From an optimization exercise on the open Yosys and OpenROAD flow, aimed at small area and a short achievable clock period; shortcuts taken in it are not production practice.
Function was not checked in any run shown here: the RTL went through the layout flow alone.

## flow/design.v (module list and top-level ports; edited modules follow where they fit)
// module Filter_IIR: 3701 lines
// module iir_fa: 6 lines
// module iir_ha: 6 lines
module Filter_IIR(Output, Input, clk, reset);
  // ...
==> flow/flow/run.sh <==
#!/bin/bash
export BUFFER_PORTS_ARGS="-buffer_cell sky130_fd_sc_hd__buf_2"
bash standard.sh > standard.log 2>&1
==> flow/standard.sh <==
#!/bin/bash
# synth_recipe.tcl (not shown) runs the flow's synth.tcl, then flattens the netlist and writes it again
# the make line also repeats each setting of config.mk as NAME=value (left out here)
make -C /OpenROAD-flow-scripts/flow DESIGN_CONFIG=/design/flow/config.mk WORK_HOME=/design/flow/orfs CLKGATE_MAP_FILE= SYNTH_SCRIPT=/design/flow/synth_recipe.tcl "${@:-finish}"
==> flow/config.mk <==
export PLATFORM = sky130hd
export DESIGN_NAME = Filter_IIR
export DESIGN_NICKNAME = Filter_IIR
export VERILOG_FILES = /design/flow/design.v
export SDC_FILE = /design/flow/constraint.sdc
export NUM_CORES = 4
export LEC_CHECK = 0
export CAP_MARGIN = 20
export CORE_MARGIN = 2
export CORE_UTILIZATION = 40
export CTS_BUF_LIST = sky130_fd_sc_hd__clkbuf_8
export CTS_CLUSTER_SIZE = 30
export SLEW_MARGIN = 20
export SYNTH_HIERARCHICAL = 1
export SYNTH_MINIMUM_KEEP_SIZE = 0
==> flow/constraint.sdc <==
create_clock -name core_clock -period 40.0 [get_ports {clk}]
set_input_delay 8.0000 -clock core_clock [delete_from_list [all_inputs] [get_ports {clk}]]
set_output_delay 8.0000 -clock core_clock [all_outputs]
set_load 0.01 [all_outputs]
==> reports/metrics.cfg, run 1 <==
[run_status]
status=finished clean

[floorplanning]
die_y_um=279.0

[sta]
worst_slack_ns=11.68
worstMarginPinSlew_ns=0.9593
whs_ns=0.4023
grt_setup_unrepaired=false

[yosys]
ys_ff_latch=162
ys_warn_count=7
synth_simple_gate_area_frac=0.02519
syn-instance-count=2466
yosys.area.top_type=fa_1
synth_flop_cell=dfrtp_1

[global_routing]
grt_start_max_net_pins=59
use_met1=0.2547
met3_usage=0.02862
antenna_found_initial=2

[setup_path]
critPathLaunchType=input port
reg2reg_depth=69
slowest_delay_ns=0.60
crit_fanout=9
cpLargestDelayFamily=adder cells
worstReg2RegStart=s2_d1[0]$_DFF_PN0_
r2r_slack_ns=17.92

[finish]
nets=3713
stdcell_area_um2=32120
num_antenna_cells=1
numSequentialCells=162
multi_input_area_um2=23430

[place]
dp_hpwl_um=57400
dp_slack_ns=11.62

[clock_network]
h-tree-depth=4
cts_tree=built
cts.sinks=162

[hold_path]
worstHoldStart=s3_d1[1]$_DFF_PN0_

[run]
cap_violations=0

==> inputs of run 2 (changes only) <==
--- a/flow/design.v
+++ b/flow/design.v
@@ -3643,54 +3643,98 @@
   wire n3631, n3632;
   iir_fa un3631 (.a(n3630), .b(n3578), .c(n3629), .s(n3631), .co(n3632));
   wire n3633 = ~n3579;
   wire n3634, n3635;
   iir_fa un3634 (.a(n3633), .b(n3580), .c(n3632), .s(n3634), .co(n3635));
   wire n3636 = ~n3581;
   wire n3637, n3638;
   iir_fa un3637 (.a(n3636), .b(n3582), .c(n3635), .s(n3637), .co(n3638));
-  wire n3639 = ~n3583;
-  wire n3640, n3641;
-  iir_fa un3640 (.a(n3639), .b(n3584), .c(n3638), .s(n3640), .co(n3641));
-  wire n3642 = ~n3641;
-  wire n3643, n3644;
-  iir_fa un3643 (.a(n3585), .b(n3586), .c(n3642), .s(n3643), .co(n3644));
-  wire n3645 = ~n3587;
-  wire n3646, n3647;
-  iir_fa un3646 (.a(n3645), .b(n3588), .c(n3644), .s(n3646), .co(n3647));
-  wire n3648 = ~n3647;
-  wire n3649, n3650;
-  iir_fa un3649 (.a(n3589), .b(n3590), .c(n3648), .s(n3649), .co(n3650));
-  wire n3651 = ~n3650;
-  wire n3652, n3653;
-  iir_fa un3652 (.a(n3591), .b(n3592), .c(n3651), .s(n3652), .co(n3653));
-  wire n3654 = ~n3593;
-  wire n3655, n3656;
-  iir_fa un3655 (.a(n3654), .b(n3594), .c(n3653), .s(n3655), .co(n3656));
-  wire n3657 = ~n3595;
-  wire n3658, n3659;
-  iir_fa un3658 (.a(n3657), .b(n3596), .c(n3656), .s(n3658), .co(n3659));
-  wire n3660 = ~n3597;
-  wire n3661, n3662;
-  iir_fa un3661 (.a(n3660), .b(n3598), .c(n3659), .s(n3661), .co(n3662));
-  wire n3663 = ~n3599;
-  wire n3664, n3665;
-  iir_fa un3664 (.a(n3663), .b(n3600), .c(n3662), .s(n3664), .co(n3665));
-  wire n3666 = ~n3601;
-  wire n3667, n3668;
-  iir_fa un3667 (.a(n3666), .b(n3602), .c(n3665), .s(n3667), .co(n3668));
-  wire n3669 = ~n3668;
-  wire n3670, n3671;
-  iir_fa un3670 (.a(n3603), .b(n3604), .c(n3669), .s(n3670), .co(n3671));
-  wire n3672 = n3605 ^ n3606;
-  wire n3673 = n3672 ^ n3671;
+  wire n3639 = n3583 ^ n3584;
+  wire n3640 = n3583 & ~n3584;
+  wire n3641, n3642;
+  iir_fa un3641 (.a(n3585), .b(n3586), .c(n3640), .s(n3641), .co(n3642));
+  wire n3643 = ~n3587;
+  wire n3644, n3645;
+  iir_fa un3644 (.a(n3643), .b(n3588), .c(n3642), .s(n3644), .co(n3645));
+  wire n3646 = ~n3645;
+  wire n3647, n3648;
+  iir_fa un3647 (.a(n3589), .b(n3590), .c(n3646), .s(n3647), .co(n3648));
+  wire n3649 = ~n3648;
+  wire n3650, n3651;
+  iir_fa un3650 (.a(n3591), .b(n3592), .c(n3649), .s(n3650), .co(n3651));
+  wire n3652 = ~n3593;
+  wire n3653, n3654;
+  iir_fa un3653 (.a(n3652), .b(n3594), .c(n3651), .s(n3653), .co(n3654));
+  wire n3655 = ~n3595;
+  wire n3656, n3657;
+  iir_fa un3656 (.a(n3655), .b(n3596), .c(n3654), .s(n3656), .co(n3657));
+  wire n3658 = ~n3597;
+  wire n3659, n3660;
+  iir_fa un3659 (.a(n3658), .b(n3598), .c(n3657), .s(n3659), .co(n3660));
+  wire n3661 = ~n3599;
+  wire n3662, n3663;
+  iir_fa un3662 (.a(n3661), .b(n3600), .c(n3660), .s(n3662), .co(n3663));
+  wire n3664 = ~n3601;
+  wire n3665, n3666;
+  iir_fa un3665 (.a(n3664), .b(n3602), .c(n3663), .s(n3665), .co(n3666));
+  wire n3667 = ~n3666;
+  wire n3668, n3669;
+  iir_fa un3668 (.a(n3603), .b(n3604), .c(n3667), .s(n3668), .co(n3669));
+  wire n3670 = n3605 ^ n3606;
+  wire n3671 = n3670 ^ n3669;
+  wire n3672 = n3583 ^ n3584;
+  wire n3673 = ~n3583 & n3584;
+  wire n3674 = ~n3673;
+  wire n3675, n3676;
+  iir_fa un3675 (.a(n3585), .b(n3586), .c(n3674), .s(n3675), .co(n3676));
+  wire n3677 = ~n3587;
+  wire n3678, n3679;
+  iir_fa un3678 (.a(n3677), .b(n3588), .c(n3676), .s(n3678), .co(n3679));
+  wire n3680 = ~n3679;
+  wire n3681, n3682;
+  iir_fa un3681 (.a(n3589), .b(n3590), .c(n3680), .s(n3681), .co(n3682));
+  wire n3683 = ~n3682;
+  wire n3684, n3685;
+  iir_fa un3684 (.a(n3591), .b(n3592), .c(n3683), .s(n3684), .co(n3685));
+  wire n3686 = ~n3593;
+  wire n3687, n3688;
+  iir_fa un3687 (.a(n3686), .b(n3594), .c(n3685), .s(n3687), .co(n3688));
+  wire n3689 = ~n3595;
+  wire n3690, n3691;
+  iir_fa un3690 (.a(n3689), .b(n3596), .c(n3688), .s(n3690), .co(n3691));
+  wire n3692 = ~n3597;
+  wire n3693, n3694;
+  iir_fa un3693 (.a(n3692), .b(n3598), .c(n3691), .s(n3693), .co(n3694));
+  wire n3695 = ~n3599;
+  wire n3696, n3697;
+  iir_fa un3696 (.a(n3695), .b(n3600), .c(n3694), .s(n3696), .co(n3697));
+  wire n3698 = ~n3601;
+  wire n3699, n3700;
+  iir_fa un3699 (.a(n3698), .b(n3602), .c(n3697), .s(n3699), .co(n3700));
+  wire n3701 = ~n3700;
+  wire n3702, n3703;
+  iir_fa un3702 (.a(n3603), .b(n3604), .c(n3701), .s(n3702), .co(n3703));
+  wire n3704 = n3605 ^ n3606;
+  wire n3705 = n3704 ^ n3703;
+  wire n3706 = ~n3638 ? n3672 : ~n3639;
+  wire n3707 = ~n3638 ? n3675 : n3641;
+  wire n3708 = ~n3638 ? n3678 : n3644;
+  wire n3709 = ~n3638 ? ~n3681 : ~n3647;
+  wire n3710 = ~n3638 ? n3684 : n3650;
+  wire n3711 = ~n3638 ? n3687 : n3653;
+  wire n3712 = ~n3638 ? n3690 : n3656;
+  wire n3713 = ~n3638 ? n3693 : n3659;
+  wire n3714 = ~n3638 ? n3696 : n3662;
+  wire n3715 = ~n3638 ? n3699 : n3665;
+  wire n3716 = ~n3638 ? ~n3702 : ~n3668;
+  wire n3717 = ~n3638 ? n3705 : n3671;
   wire [22:0] s1_w = {n1914, ~n1911, ~n1908, ~n1905, ~n1902, ~n1899, ~n1896, ~n1893, ~n1890, ~n1887, ~n1884, ~n1881, ~n1878, ~n1875, ~n1872, ~n1869, ~n1866, ~n1863, ~n1860, ~n1857, ~n1854, ~n1851, ~n1848};
   wire [22:0] s2_w = {n3021, ~n3018, ~n3015, ~n3012, ~n3010, n3007, n3004, n3002, n3000, n2998, n2996, n2993, n2990, n2987, n2984, n2981, n2978, n2975, n2972, n2969, n2966, n2963, n2960};
-  wire [22:0] s3_w = {n3673, ~n3670, n3667, n3664, n3661, n3658, n3655, n3652, ~n3649, n3646, n3643, ~n3640, ~n3637, ~n3634, ~n3631, ~n3628, ~n3625, ~n3622, ~n3619, ~n3616, ~n3613, ~n3610, ~n3607};
+  wire [22:0] s3_w = {n3717, n3716, n3715, n3714, n3713, n3712, n3711, n3710, n3709, n3708, n3707, n3706, ~n3637, ~n3634, ~n3631, ~n3628, ~n3625, ~n3622, ~n3619, ~n3616, ~n3613, ~n3610, ~n3607};
   wire [23:0] y = {n3563, n3561, n3559, ~n3380, ~n3379, ~n3378, ~n3377, ~n3376, ~n3375, n3374, ~n3373, ~n3372, n3371, n3370, n3369, n3368, n3367, n3366, n3365, n3364, n3363, n3362, n3361, ~n3360};
   assign Output = {{8{y[23]}}, y};
   wire [23:0] s1_nd = {n2429, ~n2428, ~n2425, ~n2422, n2419, n2416, n2413, n2410, n2407, n2405, n2403, n2401, n2399, n2397, n2395, n2393, n2391, n2389, n2387, n2385, n2383, n2381, n2379, n2377};
   wire [23:0] s1_nc = {~n2583, ~n2580, ~n2577, n2574, n2571, n2569, n2567, n2565, n2563, n2561, n2559, n2557, n2555, n2553, n2551, n2549, n2547, n2545, n2543, n2541, n2539, n2537, n2535, n2532};
   always @(posedge clk or negedge reset)
     if (~reset) begin s1_d1 <= 23'd0; s1_c <= 24'd0; s1_dd <= 0; end
     else begin s1_d1 <= s1_w; s1_c <= s1_nc; s1_dd <= s1_nd; end
   always @(posedge clk or negedge reset)
==> run 2 against run 1 <==
Compared with the run above:
- utilization is 0.20 points lower
- worst hold slack hardly changed
- non-clock buffer count grew 1
- count of clock-buffer cells in the layout unchanged
- still clean
- critical path type unchanged
- die area up 0.74%
- sequential share of layout area decreased by 0.11 points
- critical endpoint is now Output[25]
- clock skew fell by 0.0083 ns
- via count rose by 1.2%
- first-iteration DRC count is 9.7% lower
- fmax increased by 1.1%
- flip-flop and latch count unchanged
==> reports/metrics.cfg, run 2 <==
[place]
dp_hpwl_um=59160  ; +3.1%
portBuffers=65
gp_congestion=0.9014
place_inst=3509

[finish]
syn2layout_area_growth_pct=6.293
nFillCells=6953
final_cells=3542
largest_reg_flops=24
final_common_cell=fa_1
drive_above_1_share=0.05384
layout_common_cells=816 x fa_1, 686 x inv_1, 335 x ha_1
nets=3735  ; +0.59%
regMostFlops=s1_c

[setup_path]
worstReg2RegStart=s2_d1[0]$_DFF_PN0_
cpLargestDelayFamily=adder cells
cp_data_arrival_time_ns=20.03
r2r_slack_ns=18.07  ; +0.15 ns
reg2reg_depth=63  ; -8.7%
path_class=input port to output port
r2r-end=s3_d1[21]$_DFF_PN0_
crit_top_cell=fa_1
crit_buf_inv=7
worst_ep_required_time_ns=32.00
cp-endpoint=Output[25]
end_kind=output port
critPathLaunchType=input port
cp-startpoint=Input[15]
slowest_stage=fa_1
crit_fanout=9  ; unchanged
crit_cells=44
slowest_delay_ns=0.68  ; +0.08 ns

[drt]
vias=17050
drt_iter0_markers=741
drt-total-wl_um=65210
drc=0
antenna_left=0
detail_route.wl_per_cell_um=18.41
firstDrtPassIters=5
viasPerCell=4.815

[clock_network]
clock_latency_ns=0.58
numCtsBuffers=17
post_cts_resized=0
clk_transition_reported_paths_ns=0.09
cts-hold-fix-buffers=0
cts-root-buf=clkbuf_8
clock_path_buffers=2
h-tree-depth=4  ; unchanged
postCtsSetupBuffers=0
cts.sinks=162  ; unchanged
cts_tree=built

[yosys]
ys_ff_latch=162  ; unchanged
synth_top_area_frac=0.5360
syn-num-nets=3660
yosys.area.top_type=fa_1
yosys-top-cells-count=816 x fa_1, 686 x inv_1, 335 x ha_1
async_flop_share=1.000
ys_warn_count=7  ; unchanged
ys_seq_area_frac=0.1330
synth.distinct_cells=59
synthMostInstantiatedCell=fa_1
synth.cell_area_um2=30480
synth_flop_cell=dfrtp_1
yosys-top-cells-area=fa_1 54%, ha_1 14%, dfrtp_1 13%, inv_1 8.4%, xnor2_1 2.4%
syn-instance-count=2475  ; +0.36%
syn_avg_cell_area_um2=12.31
synth_edf_count=0

[sta]
period_share=0.7007
min_period_ns=28.03
final-hold-violation-count=0
final.setup.tns_ns=0
max_clock_freq_mhz=35.68
worstMarginPinSlew_ns=1.118  ; +0.1583 ns
slew_headroom=0.2524
setup_viol=0
grt_setup_unrepaired=false
skew_ns=0.02256
drv_slew=0

[floorplanning]
die-area_um2=78420
die_w_um=280.0
start_util=0.4027
rows=101
ioPinCount=66
die_y_um=280.0  ; +0.37%
core_um2=75700

[run_status]
status=finished clean

[run]
cap_violations=0  ; unchanged

[global_routing]
grt_pass1_vias=20620
grt_start_max_net_pins=62  ; +5.1%
antenna_found_initial=3  ; +1
grt_overflow_total=0
grt_use_total=0.1858
grt_pass1_wl_um=110700

[hold_path]
min_path_cells=0
hold_path_class=flip-flop to flip-flop

==> run 2: Yosys stat by module (local to each module, per instance) <==
module	cells inside	area, um^2	times used
Filter_IIR	1608	13550	1
iir_fa	1	20.02	810
iir_ha	1	12.51	57
==> run 2: final cells by class <==
type	count	area, um^2	share of cell area
sequential	162	4054	0.1251
clock buffer	18	247.7	0.007647
antenna	1	2.502	0.00007724
timing repair buffer	80	444.2	0.01371
multi-input combinational	1603	23680	0.7310
tap	978	1224	0.03777
clock inverter	14	168.9	0.005214
inverter	686	2575	0.07948
==> run 2: per-layer routing <==
metal  up-vias  routed length (um)  share of wire  global-route usage
met4         0                1719          0.026             0.05636
met5         -                   0              0                   0
met2       269               32850           0.50              0.3126
li1       7585                   -              -                   -
met3        74                2383          0.037             0.02681
met1      9126               28250           0.43              0.2502
==> run 2: logic make-up (layout without fill, tap and decap cells) <==
family	Yosys count	in the layout	share of synthesized area
AOI/OAI and AO/OA	165	165	0.03670
xor gates and xnor gates	115	115	0.03305
adders and majority gates	1167	1167	0.6787
buffers and inverters	710	798	0.09027
DFF	162	162	0.1330
muxes	11	11	0.003941
other	0	1	0
and+or+nand+nor	145	145	0.02430
==> run 2: stage by stage <==
step	hold WS (ns)	worst slack, ns	area [um^2]	util
CTS	0.4065	11.97	32390	0.4279
global placement	0.3653	12.30	31960	0.4223
detailed placement	0.3714	12.01	31970	0.4224
finish	0.4021	11.97	32400	0.4280
floorplan	0.3537	13.61	30480	-
global route	0.4214	11.02	32400	0.4280
==> run 2: worst min-delay path by stage <==
stage / start / endpoint / slack [ns]
final: s3_d1[1]$_DFF_PN0_ / s3_d2[1]$_DFF_PN0_ / 0.40
after global placement: s3_d1[1]$_DFF_PN0_ / s3_d2[1]$_DFF_PN0_ / 0.37
after floorplan: s3_d1[1]$_DFF_PN0_ / s3_d2[1]$_DFF_PN0_ / 0.35
after CTS: s3_d1[1]$_DFF_PN0_ / s3_d2[1]$_DFF_PN0_ / 0.41
after detailed placement: s3_d1[1]$_DFF_PN0_ / s3_d2[1]$_DFF_PN0_ / 0.37
after global routing: s3_d1[1]$_DFF_PN0_ / s3_d2[1]$_DFF_PN0_ / 0.42

## what the ideal ports hide
The flow's constraints put no driver on any port. The routed layouts listed below were extracted and timed again, unchanged, in two steps. Step 1: set_driving_cell puts a clkbuf_16 on clk and a buf_2 on each other input, an assumption about the parent block. Step 2 times the ports against the registers' clock, not the clock port: input delays grow and output delays shrink by t, the midpoint of the rising clock arrivals with the driver on. a / b / c = ideal ports / drivers / drivers and shift; a / b = the first two.
run	t (ns)	setup slack, ns	hold slack, ns	worst slew at a driven data input, ns	cell pins on the clock port's net
run 1	0.631	11.676 / 11.654 / 11.654	0.402 / 0.402 / 0.402	0.05	1
run 2	0.629	11.971 / 11.953 / 11.953	0.402 / 0.402 / 0.402	0.04	1
After both steps setup and hold are still met in every run listed. The setup slack of run 1, which loses most, moves by -0.022 ns with the drivers and by -0.022 ns with both steps.
